Context: an optimization exercise on an open-source flow, tuned for small area. The choices shown serve that exercise and are no tape-out recipe. The RTL was checked by simulation tests, not by an equivalence proof against the original design. The clock cells of runs 3 and 4 come from the design's own scripts or RTL, not from TritonCTS. No driver is modelled on the clock port, so clock power and skew are understated where the tree is cut down; a real chip needs a root buffer or a tree. Power is estimated from default activity; no workload was simulated.

<file path="flow/design.v">
module parking_meter(
    input add1,  
    input add2,  
    input add3,  
    input add4,  
    input rst1,  
    input rst2,  
    input clk,
    input rst,
    output reg [6:0] led_seg,  
    output reg a1,
    output reg a2,
    output reg a3,
    output reg a4,
    output [3:0] val1,
    output [3:0] val2,
    output [3:0] val3,
    output [3:0] val4
    );
    reg [3:0] d0, d1, d2, d3;    
    reg [1:0] q;
    reg       h;
    reg [3:0] r;
    reg       st_zero;           
    reg       st_low;            
    assign val1 = d0;
    assign val2 = d1;
    assign val3 = d2;
    assign val4 = d3;
    wire z0 = (d0 == 4'd0);
    wire z1 = (d1 == 4'd0);
    wire z2 = (d2 == 4'd0);
    wire z3 = (d3 == 4'd0);
    wire tm_zero = z0 & z1 & z2 & z3;
    wire tm_lt180 = z3 & ~d2[3] & ~d2[2] & ~d2[1] & (~d2[0] | ~d1[3]);
    wire any_add = add1 | add2 | add3 | add4;
    wire ld_add  = ~rst & any_add;
    wire ld_16   = ~rst & ~any_add & rst1;
    wire ld_150  = ~rst & ~any_add & ~rst1 & rst2;
    wire counting = ~rst & ~any_add & ~rst1 & ~rst2;
    wire [2:0] t = d1[3:1];
    reg  [2:0] tn;
    reg        c1;
    always @(*) begin
        if (add1) begin          
            c1 = t[1] | t[2];
            tn = {t[0] & ~t[1], ~t[0] & ~t[1], (t[0] & t[1]) | (~t[0] & ~t[1] & ~t[2])};
        end else if (add2) begin  
            c1 = t[2];
            tn = {t[1] & t[0], t[1] ^ t[0], ~t[0] & ~t[2]};
        end else if (add3) begin  
            c1 = t[0] | t[1] | t[2];
            tn = {~t[0] & ~t[1] & ~t[2], (t[1] & t[0]) | t[2], ~t[0] & (t[1] | t[2])};
        end else begin           
            c1 = 1'b0;
            tn = t;
        end
    end
    wire [1:0] k = add1 ? {1'b0, c1} : (add2 | add3) ? {c1, ~c1} : 2'd3;
    wire [4:0] s2 = d2 + k;
    wire       c2 = (s2 >= 10);
    wire [3:0] n2 = c2 ? s2 - 10 : s2[3:0];
    wire [3:0] n3 = c2 ? d3 + 1 : d3;
    wire       sat = c2 & d3[3] & d3[0];
    wire ld_9   = ld_add & sat;
    wire ld_sum = ld_add & ~sat;
    function [3:0] dec_flip(input [3:0] d, input z);
    begin
        dec_flip[0] = 1'b1;
        dec_flip[1] = ~d[0] & ~z;
        dec_flip[2] = ~d[0] & ~d[1] & ~z;
        dec_flip[3] = ~d[0] & ~d[1] & ~d[2];
    end
    endfunction
    wire r_end = r[3] & r[2];             
    wire wrap = r_end & h & q[1] & q[0];   
    wire e0 = counting & wrap & ~tm_zero;
    wire e1 = e0 & z0;
    wire e2 = e1 & z1;
    wire e3 = e2 & z2;
    always @(posedge clk) begin
        st_zero <= rst | tm_zero;
        st_low <= ~rst & ~tm_zero & tm_lt180;
        d0 <= ({4{ld_9}} & 4'd9) | ({4{ld_16}} & 4'd6)
            | ({4{ld_sum | counting}} & (d0 ^ ({4{e0}} & dec_flip(d0, z0))));
        d1 <= ({4{ld_9}} & 4'd9) | ({4{ld_16}} & 4'd1) | ({4{ld_150}} & 4'd5)
            | ({4{ld_sum}} & {tn, d1[0]})
            | ({4{counting}} & (d1 ^ ({4{e1}} & dec_flip(d1, z1))));
        d2 <= ({4{ld_9}} & 4'd9) | ({4{ld_150}} & 4'd1)
            | ({4{ld_sum}} & n2)
            | ({4{counting}} & (d2 ^ ({4{e2}} & dec_flip(d2, z2))));
        d3 <= ({4{ld_9}} & 4'd9)
            | ({4{ld_sum}} & n3)
            | ({4{counting}} & (d3 ^ ({4{e3}} & dec_flip(d3, z3))));
        if (rst) begin
            {q, h, r} <= 7'd0;
        end else if (counting) begin
            if (r_end) begin
                {q, h} <= {q, h} + 3'd1;
                r <= {3'b000, h & ~wrap};
            end else begin
                r <= r + 4'd1;
            end
        end
        if (st_zero) begin
            a1 <= ~q[1] & ~q[0] & ~h;
            a2 <= ~q[1] & ~q[0] &  h;
            a3 <= ~q[1] &  q[0] & ~h;
            a4 <= ~q[1] &  q[0] &  h;
        end else begin
            a1 <= (~st_low | ~d0[0]) & (q == 2'd0);
            a2 <= (~st_low | ~d0[0]) & (q == 2'd1);
            a3 <= (~st_low | ~d0[0]) & (q == 2'd2);
            a4 <= (~st_low | ~d0[0]) & (q == 2'd3);
        end
    end
    wire [3:0] x = ({4{a1}} & d0) | ({4{a2}} & d1) | ({4{a3}} & d2) | ({4{a4}} & d3);
    always @(*) begin
        led_seg[6] = ~(x[3] | x[1] | (x[2] & x[0]) | (~x[2] & ~x[0]));
        led_seg[5] = ~(~x[2] | (~x[1] & ~x[0]) | (x[1] & x[0]));
        led_seg[4] = ~(x[2] | ~x[1] | x[0]);
        led_seg[3] = ~(x[3] | (~x[2] & ~x[0]) | (~x[2] & x[1]) | (x[1] & ~x[0]) | (x[2] & ~x[1] & x[0]));
        led_seg[2] = ~((~x[2] & ~x[0]) | (x[1] & ~x[0]));
        led_seg[1] = ~(x[3] | (~x[1] & ~x[0]) | (x[2] & ~x[1]) | (x[2] & ~x[0]));
        led_seg[0] = ~(x[3] | (x[2] & ~x[1]) | (~x[2] & x[1]) | (x[1] & ~x[0]));
    end
endmodule
</file>
<file path="flow/flow/run.sh">
#!/bin/bash
# Own layout flow: the standard flow with three changes.
#  1. Synthesis maps the logic for area: ABC gets an area script (see abc_area.script here)
#     instead of ORFS's delay script, and the adder-extraction step is skipped. Everything
#     else in the standard synthesis (synth_recipe.tcl) is kept, so the registers are the same.
#  2. Port buffers are the smallest buffer, sky130_fd_sc_hd__buf_1.
#  3. CTS uses small clock buffers and no dummy loads.
# Each tool's output goes to a log file in the work folder.
set -euo pipefail
W=$(pwd)
F=$W/flow

# synthesis script: the standard flow's, with the abc command given the area script
{
  echo "proc abc {args} {"
  echo "  set i [lsearch -exact \$args -script]"
  echo "  if {\$i >= 0} { set args [lreplace \$args \$i [expr {\$i+1}] -script $F/abc_area.script] }"
  echo "  set j [lsearch -exact \$args -D]"
  echo "  if {\$j >= 0} { set args [lreplace \$args \$j [expr {\$j+1}]] }"
  echo "  yosys abc {*}\$args"
  echo "}"
  cat "$W/synth_recipe.tcl"
} > "$W/area_synth.tcl"
sed "s#SYNTH_SCRIPT=[^ ]*#SYNTH_SCRIPT=$W/area_synth.tcl ADDER_MAP_FILE=#" "$W/standard.sh" > "$W/area_standard.sh"

export BUFFER_PORTS_ARGS="-buffer_cell sky130_fd_sc_hd__buf_1"
export CTS_ARGS="-sink_clustering_enable -repair_clock_nets -dont_use_dummy_load -root_buf sky130_fd_sc_hd__clkbuf_4 -buf_list sky130_fd_sc_hd__clkbuf_4"

bash "$W/area_standard.sh" finish > "$W/flow_make.log" 2>&1
</file>
<file path="flow/flow/abc_area.script">
strash
&get -n
&deepsyn -I 10 -J 100 -T 1000
&put
dch -f
amap
</file>
<file path="flow/standard.sh">
#!/bin/bash
# synth_recipe.tcl (not shown) runs the flow's synth.tcl, then flattens the netlist and writes it again
# the make line also repeats each setting of config.mk as NAME=value (left out here)
make -C /OpenROAD-flow-scripts/flow DESIGN_CONFIG=/design/flow/config.mk WORK_HOME=/design/flow/orfs CLKGATE_MAP_FILE= SYNTH_SCRIPT=/design/flow/synth_recipe.tcl "${@:-finish}"
</file>
<file path="flow/config.mk">
export PLATFORM = sky130hd
export DESIGN_NAME = parking_meter
export DESIGN_NICKNAME = parking_meter
export VERILOG_FILES = /design/flow/design.v
export SDC_FILE = /design/flow/constraint.sdc
export NUM_CORES = 4
export LEC_CHECK = 0
export CAP_MARGIN = 20
export CORE_AREA = 2.3 2.72 59.34 59.84
export DIE_AREA = 0 0 61.64 62.56
export SLEW_MARGIN = 20
</file>
<file path="flow/constraint.sdc">
create_clock -name core_clock -period 20.0 [get_ports {clk}]
set_input_delay 4.0000 -clock core_clock [delete_from_list [all_inputs] [get_ports {clk}]]
set_output_delay 4.0000 -clock core_clock [all_outputs]
set_load 0.01 [all_outputs]
</file>
==> reports/metrics.cfg, run 1 <==
[synth]
synth_area_per_cell_um2=6.82
yosysSeqAreaShare_pct=36.7
syn_inst=232
synth_fp_nets=240
synth.distinct_cells=36
yosysWarningCount=1
synthesis.area_um2=1580
synth-seq-cells=29

[final_layout]
area_growth_pct=14.1
n_antenna_cell=0
final_nets=281
final_common_cell=nor2_1
stdcell_area_um2=1810
fin_util_pct=55.4
layout_common_cells=58 x nor2_1, 36 x clkinv_1, 34 x buf_1, 29 x dfxtp_1, 19 x nand2_1
layout-drive-gt1-share_pct=1.85

[pwr]
report.power.total_w=0.000124
leakage_nw=0.632
powerDensity_nw_per_um2=68.5
peakVddDrop_uv=30.4

[sta]
fin_hold_ws_ns=0.487
setup_violations=0
maxSlewHeadroom_pct=66.1
period_share_pct=41.2
finalClockSkew_ns=0.0218
drv_slew=0
rsz0062_at_grt=false
fmax_ghz=0.121
fin_crit_ns=8.24
worst_slew_pin_slew_ns=0.503
finalHoldViolations=0
tns_ns=0

[clocking]
cts_root_buf=clkbuf_4
clk_pin_slew_ns=0.09
clock_sinks=29
h-tree-depth=2
clockBufferDepth=2
cts_tree=done
clk_latency_ns=0.33
hold_buffers=0
cts_inserted_buffers=5
cts_resized=0
cts_setup_buffers=0

[detailed_routing]
via_per_inst=5.62
drt_wl_total_um=4180
wl_per_cell_um=13.2
met2_length_um=1740
drtPass1Iterations=6
highest_layer=met4
drc=0
wl_met3_um=398
detail-route-antenna-nets=0
drt-met1-wl_um=1960
via_count=1781
drt_iter0_markers=205

[die]
die_x_um=61.6
core_area_um2=3260
start_util_pct=48.6
pin_count=35
die_area_um2=3860
placement_rows=21
die_h_um=62.6

[global_routing]
grt_pass1_vias=1590
grt_max_degree=10
grt_pass1_wl_um=7090
grt.overflow.total=0
grt_usage_pct=23.9
antenna_found_initial=0

[placement]
dpl_cell_area_um2=1770
hpwl_um=3270
gp_congestion=0.925
portBuffers=34

[outcome]
status=timing/DRC/antenna clean

[worst_setup_path]
crit_type=primary input to flip-flop
worst-endpoint-required_ns=20.20
path_max_fanout=6
arrival_ns=8.45
worstSetupEndpointType=flip-flop
start_kind=primary input

[min_path]
hp-class=flip-flop to flip-flop

[run]
max_cap_violations=0

-- worst paths after layout --
path | end | cells past startpoint | startpoint | slack (ns)
worst max-delay path | d2[2]$_DFF_P_ | 26 | add1 | 11.76
worst min-delay path | h$_SDFFE_PP0P_ | 1 | h$_SDFFE_PP0P_ | 0.49
worst max register to register | d2[2]$_DFF_P_ | 17 | d1[2]$_DFF_P_ | 16.48
worst min register to register | h$_SDFFE_PP0P_ | 1 | h$_SDFFE_PP0P_ | 0.49
-- worst max-delay path: stages --
cell and delay [ns]:
buf_1 0.13, nor2_1 0.19, clkinv_1 0.11, nor2_1 0.15
clkinv_1 0.13, or3_1 0.38, nor2_1 0.13, clkinv_1 0.09
nor2_1 0.33, nand3_1 0.21, nor2_1 0.23, nand2_1 0.10
nor2_1 0.18, clkinv_1 0.11, nor2_1 0.15, nand2_1 0.08
or2_0 0.25, nor2_1 0.22, nand4_1 0.21, nor2_1 0.18
clkinv_1 0.10, nor2_1 0.17, nor2_1 0.09, o22ai_1 0.20
nand2_1 0.08, a222oi_1 0.24
-- sequential cells by signal, summed over array words and instances (netlist names) --
register	flops
r	4
a1	1
a3	1
st_zero	1
d0	4
h	1
d3	4
a2	1
q	2
d1	4
d2	4
st_low	1
a4	1
-- report_power, final --
| group | leakage [nW] | switching (W) | internal [W] |
|---|---|---|---|
| logic | 0.373 | 0.0000166 | 0.00000947 |
| clock network | 0.0230 | 0.0000184 | 0.0000117 |
| registers | 0.236 | 0.00000574 | 0.0000618 |
-- final cells by class --
class	instances	area [um2]
Clock buffer	5	37.5
Fill cell	345	1450
Inverter	36	135
Multi-Input combinational cell	167	867
Sequential cell	29	581
Tap cell	46	57.6
Timing Repair Buffer	34	128
-- synthesized netlist by cell type --
cell / number / area share (%)
a31oi_1: 5 / 2.0
o211ai_1: 1 / 0.47
a221oi_1: 1 / 0.55
a32o_1: 1 / 0.63
nor3b_1: 2 / 0.95
or3_1: 1 / 0.40
and2_0: 1 / 0.40
or2_0: 2 / 0.79
nor2_1: 58 / 14
nor4_1: 1 / 0.40
nand4_1: 1 / 0.40
a211oi_1: 3 / 1.4
a222oi_1: 4 / 2.5
o311ai_0: 1 / 0.55
o221a_1: 1 / 0.71
a22oi_1: 2 / 0.95
o22ai_1: 4 / 1.6
a31o_1: 3 / 1.7
o41ai_1: 1 / 0.55
a211o_1: 1 / 0.55
o21bai_1: 1 / 0.47
o21ai_0: 18 / 5.7
and3_1: 2 / 0.79
nand2_1: 19 / 4.5
clkinv_1: 36 / 8.5
a21oi_1: 8 / 2.5
o31ai_1: 1 / 0.47
o221ai_1: 1 / 0.55
or4_1: 1 / 0.47
o32ai_1: 1 / 0.55
o2111ai_1: 1 / 0.55
dfxtp_1: 29 / 37
nor3_1: 8 / 2.5
o21a_1: 1 / 0.47
nand3_1: 5 / 1.6
nor2b_1: 6 / 2.4
-- per-layer routing --
metal / vias to the layer above / track usage [%]
li1: 888 / -
met1: 788 / 34.2
met2: 98 / 34.3
met3: 7 / 6.42
met4: 0 / 7.71
met5: - / 0
-- kinds of logic (layout without fill, tap and decap cells) --
family	count (synthesis)	count (layout)	synth area share, %
compound gates	60	60	25.5
buf+inv	36	75	8.54
flops	29	29	36.7
simple gates	107	107	29.3
-- metrics by stage --
stage	worst slack, ns	instances
finish	11.76	317
global route	10.98	317
CTS	11.82	317
detailed placement	11.52	312
global placement	11.71	312
floorplan	12.24	232
==> inputs of run 2 (changes only) <==
--- a/flow/config.mk
+++ b/flow/config.mk
@@ -6,6 +6,6 @@
 export NUM_CORES = 4
 export LEC_CHECK = 0
 export CAP_MARGIN = 20
-export CORE_AREA = 2.3 2.72 59.34 59.84
-export DIE_AREA = 0 0 61.64 62.56
+export CORE_AREA = 2.3 2.72 57.5 59.84
+export DIE_AREA = 0 0 59.8 62.56
 export SLEW_MARGIN = 20
==> run 2 against run 1 <==
Sequential power is essentially flat. Global-route usage grew 0.58 points. Combinational power is essentially flat. Flip-flop and latch count is the same. Register-to-register slack gained 0.13 ns. Utilization grew 1.4 points. Clock skew shrank 0.0053 ns. Synthesized area is the same. Cell count shrank 3.8%. Die area shrank 3.0%. Critical path type unchanged. Critical endpoint unchanged. Largest cell class unchanged.
==> reports/metrics.cfg, run 2 <==
[outcome]
status=timing/DRC/antenna clean

[global_routing]
grt.overflow.total=0  ; unchanged
antenna_found_initial=0  ; unchanged
grt_max_degree=10  ; unchanged
grt_pass1_wl_um=7130  ; +0.58%
grt_pass1_vias=1598  ; +0.50%
grt_usage_pct=24.5  ; +0.58 points

[placement]
portBuffers=34  ; unchanged
gp_congestion=0.892  ; -3.6%
post-place-ws_ns=11.52  ; -0.00380 ns
hpwl_um=3230  ; -1.2%

[final_layout]
area_growth_pct=13.1
final_common_cell=nor2_1
layout_common_cells=58 x nor2_1, 36 x clkinv_1, 34 x buf_1, 29 x dfxtp_1, 19 x nand2_1
final_nets=281  ; unchanged
fillers=326  ; -5.5%
fin_util_pct=56.8  ; +1.4 points
layout-drive-gt1-share_pct=1.85  ; unchanged
n_antenna_cell=0  ; unchanged

[sta]
maxSlewHeadroom_pct=67.2  ; +1.1 points
finalClockSkew_ns=0.0165  ; -0.00530 ns
finalHoldViolations=0  ; unchanged
fin_crit_ns=8.18  ; -0.0615 ns
setup_slack_ns=11.82  ; +0.0615 ns
setup_violations=0  ; unchanged
rsz0062_at_grt=false
period_share_pct=40.9  ; -0.31 points
tns_ns=0  ; unchanged
worst_slew_pin_slew_ns=0.487  ; -0.0165 ns
drv_slew=0  ; unchanged
fmax_ghz=0.122  ; +0.75%

[clocking]
clk_pin_slew_ns=0.09  ; about the same
clock_sinks=29  ; unchanged
hold_buffers=0  ; unchanged
cts_inserted_buffers=5  ; unchanged
cts_root_buf=clkbuf_4
clockBufferDepth=2  ; unchanged
clk_latency_ns=0.33  ; about the same
cts_setup_buffers=0  ; unchanged
cts_tree=done
cts_resized=0  ; unchanged
h-tree-depth=2  ; unchanged

[worst_setup_path]
crit_type=primary input to flip-flop
path_max_fanout=6  ; unchanged
critPathMostFrequentCell=nor2_1
arrival_ns=8.40  ; -0.05 ns
crit_buf_inv=6  ; unchanged
worst-endpoint-required_ns=20.22  ; +0.02 ns
max_stage_delay_ns=0.38  ; about the same
start_kind=primary input
critPathTopFamily=simple AND/OR/NAND/NOR gates
worstSetupEndpointType=flip-flop
crit_slowest_cell=or3_1

[detailed_routing]
drt_wl_total_um=4080  ; -2.4%
drt_iter0_markers=158  ; -23%
drtPass1Iterations=5  ; -1
detail-route-antenna-nets=0  ; unchanged
wl_per_cell_um=13.4  ; +1.4%
drc=0  ; unchanged
via_per_inst=5.66  ; +0.78%
via_count=1727  ; -3.0%

[synth]
synth_fp_nets=240  ; unchanged
syn_inst=232  ; unchanged
yosysSeqAreaShare_pct=36.7  ; unchanged
yosysWarningCount=1  ; unchanged
synthFlopType=dfxtp_1
synth.distinct_cells=36  ; unchanged
synth-seq-cells=29  ; unchanged
synth_edf_count=0  ; unchanged
synth_area_leader_cell=dfxtp_1
async_flop_share_pct=0  ; unchanged
synth_top_area_share_pct=36.7  ; unchanged
synthesis.area_um2=1580  ; unchanged
synth_area_leaders=dfxtp_1 37%, nor2_1 14%, clkinv_1 8.5%, o21ai_0 5.7%, nand2_1 4.5%
yosysMostFrequentCell=nor2_1
synth_area_per_cell_um2=6.82  ; unchanged
synth_top_cells_by_count=58 x nor2_1, 36 x clkinv_1, 29 x dfxtp_1, 19 x nand2_1, 18 x o21ai_0

[min_path]
hp-class=flip-flop to flip-flop

[pwr]
leakage_nw=0.632  ; unchanged
report.power.total_w=0.000123  ; -0.28%
powerDensity_nw_per_um2=68.9  ; +0.55%
peakVddDrop_uv=44.7  ; +47%

[die]
pin_count=35  ; unchanged
placement_rows=21  ; unchanged
core_area_um2=3150  ; -3.2%
die_x_um=59.8  ; -3.0%
die_h_um=62.6  ; unchanged
start_util_pct=50.2  ; +1.6 points
die_area_um2=3740  ; -3.0%

[run]
max_cap_violations=0  ; unchanged

[run 2: cell counts after synthesis]
Identical to the previous run, type by type.
[run 2: worst paths after layout]
kind	cells after the start	slack, ns	end	start
setup / recovery	26	11.82	d2[2]$_DFF_P_	add1
hold / removal	2	0.50	r[2]$_SDFFE_PP0P_	r[2]$_SDFFE_PP0P_
setup reg to reg	17	16.61	d2[2]$_DFF_P_	d1[2]$_DFF_P_
hold reg to reg	2	0.50	r[2]$_SDFFE_PP0P_	r[2]$_SDFFE_PP0P_
[run 2: final cells by class]
| cell class | instances | area, um2 | share of cell area [%] |
|---|---|---|---|
| Tap cell | 34 | 42.5 | 2.38 |
| Timing Repair Buffer | 34 | 128 | 7.13 |
| Multi-Input combinational cell | 167 | 867 | 48.4 |
| Clock buffer | 5 | 37.5 | 2.10 |
| Inverter | 36 | 135 | 7.55 |
| Sequential cell | 29 | 581 | 32.4 |
[run 2: worst register-to-register path: cells and delay by family (launching register included)]
family	cells	cell delay [ns]
compound gates	4	0.99
buf+inv	3	0.45
flops	1	0.52
simple gates	10	1.34
[run 2: report_power, final]
group / internal [W] / leakage (nW) / switching [W]
sequential: 0.0000617 / 0.236 / 0.00000564
clock: 0.0000117 / 0.0230 / 0.0000183
combinational: 0.00000946 / 0.373 / 0.0000165
total: 0.0000829 / 0.632 / 0.0000404
[run 2: layer usage]
layer | routed length (um) | GRT usage (%) | up-vias
li1 | - | - | 892
met1 | 1860 | 33.6 | 765
met2 | 1820 | 37.5 | 65
met3 | 357 | 6.42 | 5
met4 | 41 | 6.67 | 0
met5 | 0 | 0 | -
[run 2: kinds of logic after synthesis]
family	synth area share [%]
simple gates	29.3
compound gates	25.5
buf+inv	8.54
flops	36.7
[run 2: through the flow]
stage	hold slack [ns]	cell area, um2	cells
after floorplan	0.445	1580	232
after global placement	0.471	1750	300
after detailed placement	0.481	1750	300
after CTS	0.503	1790	305
after global routing	0.522	1790	305
final	0.499	1790	305
==> inputs of run 3 (changes only) <==
--- a/flow/flow/run.sh
+++ b/flow/flow/run.sh
@@ -1,10 +1,11 @@
 #!/bin/bash
-# Own layout flow: the standard flow with three changes.
-#  1. Synthesis maps the logic for area: ABC gets an area script (see abc_area.script here)
-#     instead of ORFS's delay script, and the adder-extraction step is skipped. Everything
-#     else in the standard synthesis (synth_recipe.tcl) is kept, so the registers are the same.
+# Own layout flow: the standard flow (standard.sh) with these changes.
+#  1. Synthesis maps the logic for area: ABC runs abc_area.script (here) instead of
+#     ORFS's delay script, and the adder-extraction step is skipped. The rest of the
+#     standard synthesis (synth_recipe.tcl) is kept, so the registers are the same.
 #  2. Port buffers are the smallest buffer, sky130_fd_sc_hd__buf_1.
-#  3. CTS uses small clock buffers and no dummy loads.
+#  3. After CTS, clock_post_cts.tcl (here) replaces the clock tree by one
+#     clkbuf_16 that drives every flip-flop.
 # Each tool's output goes to a log file in the work folder.
 set -euo pipefail
 W=$(pwd)
@@ -25,5 +26,6 @@
 
 export BUFFER_PORTS_ARGS="-buffer_cell sky130_fd_sc_hd__buf_1"
 export CTS_ARGS="-sink_clustering_enable -repair_clock_nets -dont_use_dummy_load -root_buf sky130_fd_sc_hd__clkbuf_4 -buf_list sky130_fd_sc_hd__clkbuf_4"
+export POST_CTS_TCL="$F/clock_post_cts.tcl"
 
 bash "$W/area_standard.sh" finish > "$W/flow_make.log" 2>&1
==> flow/flow/abc_area.script (replaced) <==
strash
&get -n
&deepsyn -I 10 -J 100 -T 1000
&put
dch -f
amap
strash
dch -f
amap
==> flow/flow/clock_post_cts.tcl (new file) <==
# Run by ORFS after CTS (POST_CTS_TCL): replace the clock tree that CTS built by a
# single clkbuf_16. The clock port drives that one buffer, and it drives the clock
# pin of every flip-flop, so every register's clock arrives through the same buffer.
# The buffer is put at the flip-flops' centroid, then placement is legalized again.
set block [ord::get_db_block]
set clk [$block findNet clk]
set master [[ord::get_db] findMaster sky130_fd_sc_hd__clkbuf_16]
# the tree: every buffer the clock port reaches through buffers; the sinks: the rest
set tree {}
set sinks {}
set front [list $clk]
while {[llength $front]} {
  set net [lindex $front 0]
  set front [lrange $front 1 end]
  foreach it [$net getITerms] {
    if {![$it isInputSignal]} continue
    set inst [$it getInst]
    if {[string match "sky130_fd_sc_hd__clkbuf_*" [[$inst getMaster] getName]]} {
      lappend tree $inst
      foreach o [$inst getITerms] {
        if {[$o isOutputSignal] && [$o getNet] ne "NULL"} { lappend front [$o getNet] }
      }
    } else {
      lappend sinks $it
    }
  }
}
set xs 0
set ys 0
foreach it $sinks {
  set b [[$it getInst] getBBox]
  set xs [expr {$xs + ([$b xMin] + [$b xMax]) / 2}]
  set ys [expr {$ys + ([$b yMin] + [$b yMax]) / 2}]
  $it disconnect
}
foreach inst $tree {
  set nets {}
  foreach o [$inst getITerms] {
    if {[$o isOutputSignal] && [$o getNet] ne "NULL"} { lappend nets [$o getNet] }
  }
  odb::dbInst_destroy $inst
  foreach net $nets {
    if {[llength [$net getITerms]] == 0} { odb::dbNet_destroy $net }
  }
}
set net [odb::dbNet_create $block clknet_root]
$net setSigType CLOCK
foreach it $sinks { $it connect $net }
set inst [odb::dbInst_create $block $master clkbuf_root]
[$inst findITerm A] connect $clk
[$inst findITerm X] connect $net
set n [llength $sinks]
$inst setLocation [expr {$xs / $n}] [expr {$ys / $n}]
$inst setPlacementStatus PLACED
puts "clock_post_cts: removed [llength $tree] clock-tree buffers; clkbuf_root drives $n clock pins"
detailed_placement
check_placement -verbose
estimate_parasitics -placement
report_clock_skew
==> run 3 against run 2 <==
Register-to-register slack got worse by 0.23 ns. Synthesized cell count down 4.7%. Largest power group unchanged. Clock power decreased by 21%. Largest cell class unchanged. Setup slack lost 0.052 ns. Critical endpoint unchanged. Clock skew shrank 0.013 ns. Global-route usage shrank 2.4 points. Total power shrank 7.4%. Via count is 2.1% lower. Highest routed layer unchanged. Sequential share of layout area increased by 0.69 points.
==> reports/metrics.cfg, run 3 <==
[outcome]
status=timing/DRC/antenna clean

[global_routing]
antenna_found_initial=0  ; unchanged
grt_usage_pct=22.1  ; -2.4 points
grt_pass1_vias=1537  ; -3.8%
grt_max_degree=30  ; +20
grt_pass1_wl_um=6760  ; -5.2%
grt.overflow.total=0  ; unchanged

[die]
placement_rows=21  ; unchanged
die_area_um2=3740  ; unchanged
die_x_um=59.8  ; unchanged
start_util_pct=49.4  ; -0.79 points
die_h_um=62.6  ; unchanged
pin_count=35  ; unchanged
core_area_um2=3150  ; unchanged

[sta]
setup_violations=0  ; unchanged
rsz0062_at_grt=false
fmax_ghz=0.121  ; -0.63%
maxSlewHeadroom_pct=61.0  ; -6.2 points
tns_ns=0  ; unchanged
drv_slew=0  ; unchanged
worst_slew_pin_slew_ns=0.584  ; +0.0979 ns
finalClockSkew_ns=0.00304  ; -0.0135 ns
period_share_pct=41.2  ; +0.26 points
fin_crit_ns=8.24  ; +0.0517 ns
finalHoldViolations=0  ; unchanged

[detailed_routing]
drt_wl_total_um=3940  ; -3.4%
drt_iter0_markers=90  ; -43%
via_count=1691  ; -2.1%
drc=0  ; unchanged
detail-route-antenna-nets=0  ; unchanged
via_per_inst=5.83  ; +3.0%
wl_per_cell_um=13.6  ; +1.6%
drtPass1Iterations=4  ; -1

[worst_setup_path]
path_max_fanout=6  ; unchanged
path_cells=buf_1 -> nor2_1 -> clkinv_1 -> nor2_1 -> clkinv_1 -> or3_1 -> nor2_1 -> clkinv_1 -> nor2_1 -> and3_1 -> nand2_1 -> nor2_1 -> nand2_1 -> nor2_1 -> nand2_1 -> or3_1 -> or2_0 -> nor2_1 -> clkinv_1 -> nor2_1 -> nor2_1 -> o22ai_1 -> nand2_1 -> a222oi_1
crit_path_start=add1
crit_slowest_cell=or3_1
arrival_ns=8.31  ; -0.09 ns
critPathMostFrequentCell=nor2_1
critPathTopFamily=simple AND/OR/NAND/NOR gates
reg2reg_from=d1[3]$_DFF_P_
worst-endpoint-required_ns=20.08  ; -0.14 ns
rr_endpoint=d3[2]$_DFF_P_
reg2reg_depth=19  ; +2
crit_type=primary input to flip-flop
worstSetupEndpointType=flip-flop
start_kind=primary input
r2r_setup_slack_ns=16.38  ; -0.23 ns
crit_buf_inv=5  ; -1
max_stage_delay_ns=0.44  ; +0.06 ns

[synth]
synth-seq-cells=29  ; unchanged
synth_fp_nets=229  ; -4.6%
yosysSeqAreaShare_pct=37.3  ; +0.59 points
synth_area_per_cell_um2=7.05  ; +3.3%
syn_inst=221  ; -4.7%
yosysMostFrequentCell=nor2_1
synth_top_cells_by_count=42 x nor2_1, 29 x clkinv_1, 29 x dfxtp_1, 21 x nand2_1, 20 x o21ai_0
yosysWarningCount=1  ; unchanged
synth.distinct_cells=33  ; -8.3%
synth_area_leader_cell=dfxtp_1
synthFlopType=dfxtp_1
synth_top_area_share_pct=37.3  ; +0.59 points
synth_area_leaders=dfxtp_1 37%, nor2_1 10%, clkinv_1 7.0%, o21ai_0 6.4%, nand2_1 5.1%
synthesis.area_um2=1560  ; -1.6%
synth_edf_count=0  ; unchanged
async_flop_share_pct=0  ; unchanged

[placement]
portBuffers=34  ; unchanged
hpwl_um=3250  ; +0.54%
gp_congestion=0.897  ; +0.53%
dp_cells=289  ; -3.7%

[final_layout]
n_antenna_cell=0  ; unchanged
final_nets=267  ; -5.0%
layout-drive-gt1-share_pct=0.391  ; -1.5 points
final_common_cell=nor2_1
layout_common_cells=42 x nor2_1, 34 x buf_1, 29 x clkinv_1, 29 x dfxtp_1, 21 x nand2_1
area_growth_pct=12.5
finalNonFillerCells=290  ; -4.9%

[pwr]
leakage_nw=0.615  ; -2.8%
peakVddDrop_uv=43.0  ; -3.8%
powerDensity_nw_per_um2=65.1  ; -5.4%

[min_path]
min_to=a1$_DFF_P_
hp-class=flip-flop to flip-flop
holdCritStartpoint=q[0]$_SDFFE_PP0P_
hold_depth=1  ; -1

[run]
max_cap_violations=0  ; unchanged

[clocking]
clock_sinks=29  ; unchanged
clk_latency_ns=0.17  ; -0.16 ns
clk_pin_slew_ns=0.11  ; +0.02 ns

run 3: changes by cell type in the layout (fill, tap and decap cells not counted), moves of 4 or more:
| cell | previous run | this run |
|---|---|---|
| nor2_1 | 58 | 42 |
| clkinv_1 | 36 | 29 |
| clkbuf_4 | 5 | 0 |
| a21oi_1 | 8 | 12 |
| or3_1 | 1 | 5 |
run 3: where the power goes:
part,total [W],switching [W],internal (W)
clock network,0.0000238,0.0000145,0.00000929
registers,0.0000668,0.00000533,0.0000615
logic,0.0000236,0.0000151,0.00000844
run 3: per-layer routing:
layer	vias up	wire (um)	track usage [%]
met5	-	0	0
met4	0	31	3.61
met2	43	1880	36.8
met3	4	169	2.69
li1	867	-	-
met1	777	1860	30.6
run 3: cell type report:
type | count | area [um2]
plain buffers | 1 | 25.0
multi-input cells | 163 | 868
fillers | 347 | 1400
well taps | 34 | 42.5
repair buffers | 34 | 128
flip-flops and latches | 29 | 581
inverters | 29 | 109
run 3: cell families after synthesis:
| logic type | count (synthesis) | share of synthesized area (%) |
|---|---|---|
| AOI/OAI and AO/OA | 66 | 27.6 |
| DFF | 29 | 37.3 |
| and+or+nand+nor | 97 | 28.1 |
| buffers and inverters | 29 | 6.99 |
run 3: stage by stage:
stage	hold WS [ns]	worst slack, ns	cell area, um2	util [%]	power (W)
after floorplan	0.432	12.25	1560	-	0.0000827
after global placement	0.452	11.77	1730	54.8	0.0000918
after detailed placement	0.455	11.62	1730	54.8	0.0000913
after global routing	0.504	11.11	1750	55.6	0.000120
final	0.473	11.77	1750	55.6	0.000114
run 3: how the worst max path moves through the flow:
stage,endpoint,slack (ns),depth (start not counted)
2_1_floorplan,d2[2]$_DFF_P_,12.25,23
3_3_place_gp,d2[2]$_DFF_P_,11.77,24
3_5_place_dp,d2[2]$_DFF_P_,11.62,24
5_1_grt,d2[2]$_DFF_P_,11.11,24
6_report,d2[2]$_DFF_P_,11.77,24
==> inputs of run 4 (changes only) <==
==> flow/flow/abc_area.script (replaced) <==
strash
&get -n
&deepsyn -I 10 -J 100 -T 1000
&put
dch -f
amap -m
strash
dch -f
amap -m
==> run 4 against run 3 <==
Highest routed layer unchanged. First-iteration DRC count rose by 50%. Clock power fell by 3%. Synthesized area fell by 0.24%. Synthesized cell count rose by 0.90%. Total power fell by 5.3%. Cell count rose by 0.69%. Setup slack got worse by 0.22 ns. Hold slack got worse by 0.0065 ns. Sequential power fell by 3.3%. Sequential share of layout area rose by 0.071 points. Combinational power fell by 14%.
==> reports/metrics.cfg, run 4 <==
[final_layout]
n_antenna_cell=0  ; unchanged
fillers=302  ; -13%
fin_util_pct=55.5  ; -0.12 points
final_common_cell=nor2_1
layout_common_cells=47 x nor2_1, 34 x buf_1, 31 x clkinv_1, 29 x dfxtp_1, 23 x o21ai_0
area_growth_pct=12.6  ; about the same
final_nets=269  ; +0.75%
layout-drive-gt1-share_pct=0.388  ; -0.0030 points

[detailed_routing]
drt_iter0_markers=135  ; +50%
wl_per_cell_um=13.3  ; -2.4%
drt_wl_total_um=3870  ; -1.7%
via_per_inst=5.65  ; -3.2%
drtPass1Iterations=4  ; unchanged
via_count=1649  ; -2.5%
drc=0  ; unchanged
detail-route-antenna-nets=0  ; unchanged

[worst_setup_path]
crit_type=primary input to flip-flop
critPathMostFrequentCell=nor2_1
critPathTopFamily=simple AND/OR/NAND/NOR gates
path_cells=buf_1 -> nor2_1 -> clkinv_1 -> nor2_1 -> clkinv_1 -> or3_1 -> nor2_1 -> clkinv_1 -> nor2_1 -> and3_1 -> nand2_1 -> nor2_1 -> nand2_1 -> nor2_1 -> nand2_1 -> nor3_1 -> clkinv_1 -> nor2_1 -> clkinv_1 -> nor3_1 -> clkinv_1 -> o21ai_0 -> a221oi_1 -> a221oi_1
max_stage_delay_ns=0.38  ; -0.06 ns
worst-endpoint-required_ns=20.08  ; about the same
arrival_ns=8.53  ; +0.22 ns
worstSetupEndpointType=flip-flop
reg2reg_depth=18  ; -1
r2r_setup_slack_ns=16.34  ; -0.04 ns
crit_slowest_cell=or3_1
crit_buf_inv=7  ; +2
start_kind=primary input
rr_endpoint=d2[2]$_DFF_P_
reg2reg_from=d1[3]$_DFF_P_
path_max_fanout=7  ; +1

[pwr]
p_switching_w=0.0000312  ; -11%
swShare_pct=28.9  ; -1.8 points
p_int_w=0.0000770  ; -2.8%
powerDensity_nw_per_um2=61.9  ; -5.1%
leakage_nw=0.600  ; -2.4%
p_seq_share_pct=59.7  ; +1.2 points
peakVddDrop_uv=35.9  ; -17%
combPwrFrac_pct=18.9  ; -1.7 points
p_clk_share_pct=21.4  ; +0.6 points

[synth]
async_flop_share_pct=0  ; unchanged
synth_edf_count=0  ; unchanged
synth.distinct_cells=31  ; -6.1%
synth_fp_nets=231  ; +0.87%
synth_area_leaders=dfxtp_1 37%, nor2_1 11%, clkinv_1 7.5%, o21ai_0 7.4%, nand2_1 3.9%
yosysWarningCount=1  ; unchanged
synth_area_per_cell_um2=6.97  ; -1.1%
synthesis.area_um2=1550  ; -0.24%
synth_top_cells_by_count=47 x nor2_1, 31 x clkinv_1, 29 x dfxtp_1, 23 x o21ai_0, 16 x nand2_1
syn_inst=223  ; +0.90%
synth-seq-cells=29  ; unchanged
yosysSeqAreaShare_pct=37.4  ; +0.090 points
synth_area_leader_cell=dfxtp_1
synthFlopType=dfxtp_1
yosysMostFrequentCell=nor2_1
synth_top_area_share_pct=37.4  ; +0.090 points

[clocking]
clk_latency_ns=0.16  ; about the same
clk_pin_slew_ns=0.10  ; about the same
clock_sinks=29  ; unchanged

[sta]
tns_ns=0  ; unchanged
setup_violations=0  ; unchanged
fin_crit_ns=8.45  ; +0.216 ns
drv_slew=0  ; unchanged
worst_slew_pin_slew_ns=0.567  ; -0.0175 ns
maxSlewHeadroom_pct=62.2  ; +1.2 points
fin_hold_ws_ns=0.466  ; -0.00649 ns
finalHoldViolations=0  ; unchanged
rsz0062_at_grt=false
period_share_pct=42.3  ; +1.1 points
fmax_ghz=0.118  ; -2.6%
finalClockSkew_ns=0.00386  ; +0.000825 ns

[min_path]
min_to=a1$_DFF_P_
hold_depth=1  ; unchanged
holdCritStartpoint=q[0]$_SDFFE_PP0P_
hp-class=flip-flop to flip-flop

[global_routing]
antenna_found_initial=0  ; unchanged
grt.overflow.total=0  ; unchanged
grt_max_degree=30  ; unchanged
grt_pass1_wl_um=6610  ; -2.1%
grt_usage_pct=21.9  ; -0.18 points
grt_pass1_vias=1503  ; -2.2%

[placement]
hpwl_um=3150  ; -2.8%
gp_congestion=0.934  ; +4.1%
portBuffers=34  ; unchanged

[die]
pin_count=35  ; unchanged
die_area_um2=3740  ; unchanged
placement_rows=21  ; unchanged
start_util_pct=49.3  ; -0.12 points
die_h_um=62.6  ; unchanged
die_x_um=59.8  ; unchanged
core_area_um2=3150  ; unchanged

[run]
max_cap_violations=0  ; unchanged

[outcome]
status=timing/DRC/antenna clean

[run 4: power groups by stage]
stage / Combinational, W / Clock [W] / Sequential (W)
6_report: 0.0000204 / 0.0000232 / 0.0000646
2_1_floorplan: 0.0000134 / 0 / 0.0000656
3_5_place_dp: 0.0000202 / 0 / 0.0000659
5_1_grt: 0.0000231 / 0.0000269 / 0.0000650
3_3_place_gp: 0.0000209 / 0 / 0.0000659
[run 4: final cells by class]
class	instances	area, um2	area share (%)
inverter	31	116	6.65
buffer	1	25.0	1.43
tap	34	42.5	2.43
sequential	29	581	33.2
multi-input combinational	163	857	49.0
timing repair buffer	34	128	7.30
[run 4: kinds of logic after synthesis]
kind of cell	Yosys count	synth area share, %
flops	29	37.4
simple gates	96	27.3
buf+inv	31	7.49
compound gates	67	27.9
[run 4: per-stage QoR]
stage	worst slack, ns	cell area [um2]	cells	power, W
finish	11.55	1750	292	0.000108
global route	10.75	1750	292	0.000115
detailed placement	11.43	1720	291	0.0000861
global placement	11.67	1720	291	0.0000868
floorplan	12.17	1550	223	0.0000789
[run 4: worst max path at each step]
stage	slack, ns	endpoint	cells after the start	start
detailed placement	11.43	d2[2]$_DFF_P_	24	add1
global route	10.75	d2[2]$_DFF_P_	24	add1
finish	11.55	d2[2]$_DFF_P_	24	add1
floorplan	12.17	d2[2]$_DFF_P_	23	add2
global placement	11.67	d2[2]$_DFF_P_	24	add1
[run 4: per-layer routing]
layer,routed length (um),part of all wire [%],global-route usage [%]
met4,34,0.88,3.89
met1,1940,50,30.5
met5,0,0,0
met2,1680,43,35.6
met3,218,5.6,3.52

-- afterwards: timing with drivers on the ports --
No port has a modelled driver above. Below, the same layouts with a new extraction and two added sets of constraints.
Step 1 sets driving cells, clkbuf_16 on the clock port and buf_2 on the other inputs (assumed; they add their load-dependent delay and slew).
Step 2 also shifts input and output timing later by t, the mid clock arrival at the registers, as if the neighbouring blocks saw the same clock.
Three values: ideal ports, drivers, drivers and shift; two values: the first two.
run	t (ns)	setup WS [ns]	worst setup path at the end	worst register clock-pin slew, ns	worst slew at a driven data input, ns
run 1	0.340	11.755 / 11.759 / 11.419	input to register	0.10 / 0.10	0.03
run 2	0.345	11.817 / 11.820 / 11.475	input to register	0.09 / 0.09	0.03
run 3	0.191	11.765 / 11.772 / 11.581	input to register	0.11 / 0.11	0.03
run 4	0.195	11.549 / 11.560 / 11.365	input to register	0.10 / 0.10	0.03
After both steps every run listed still meets setup and hold. The setup slack of run 2, which loses most, moves by +0.003 ns with the drivers and by -0.342 ns with both steps.
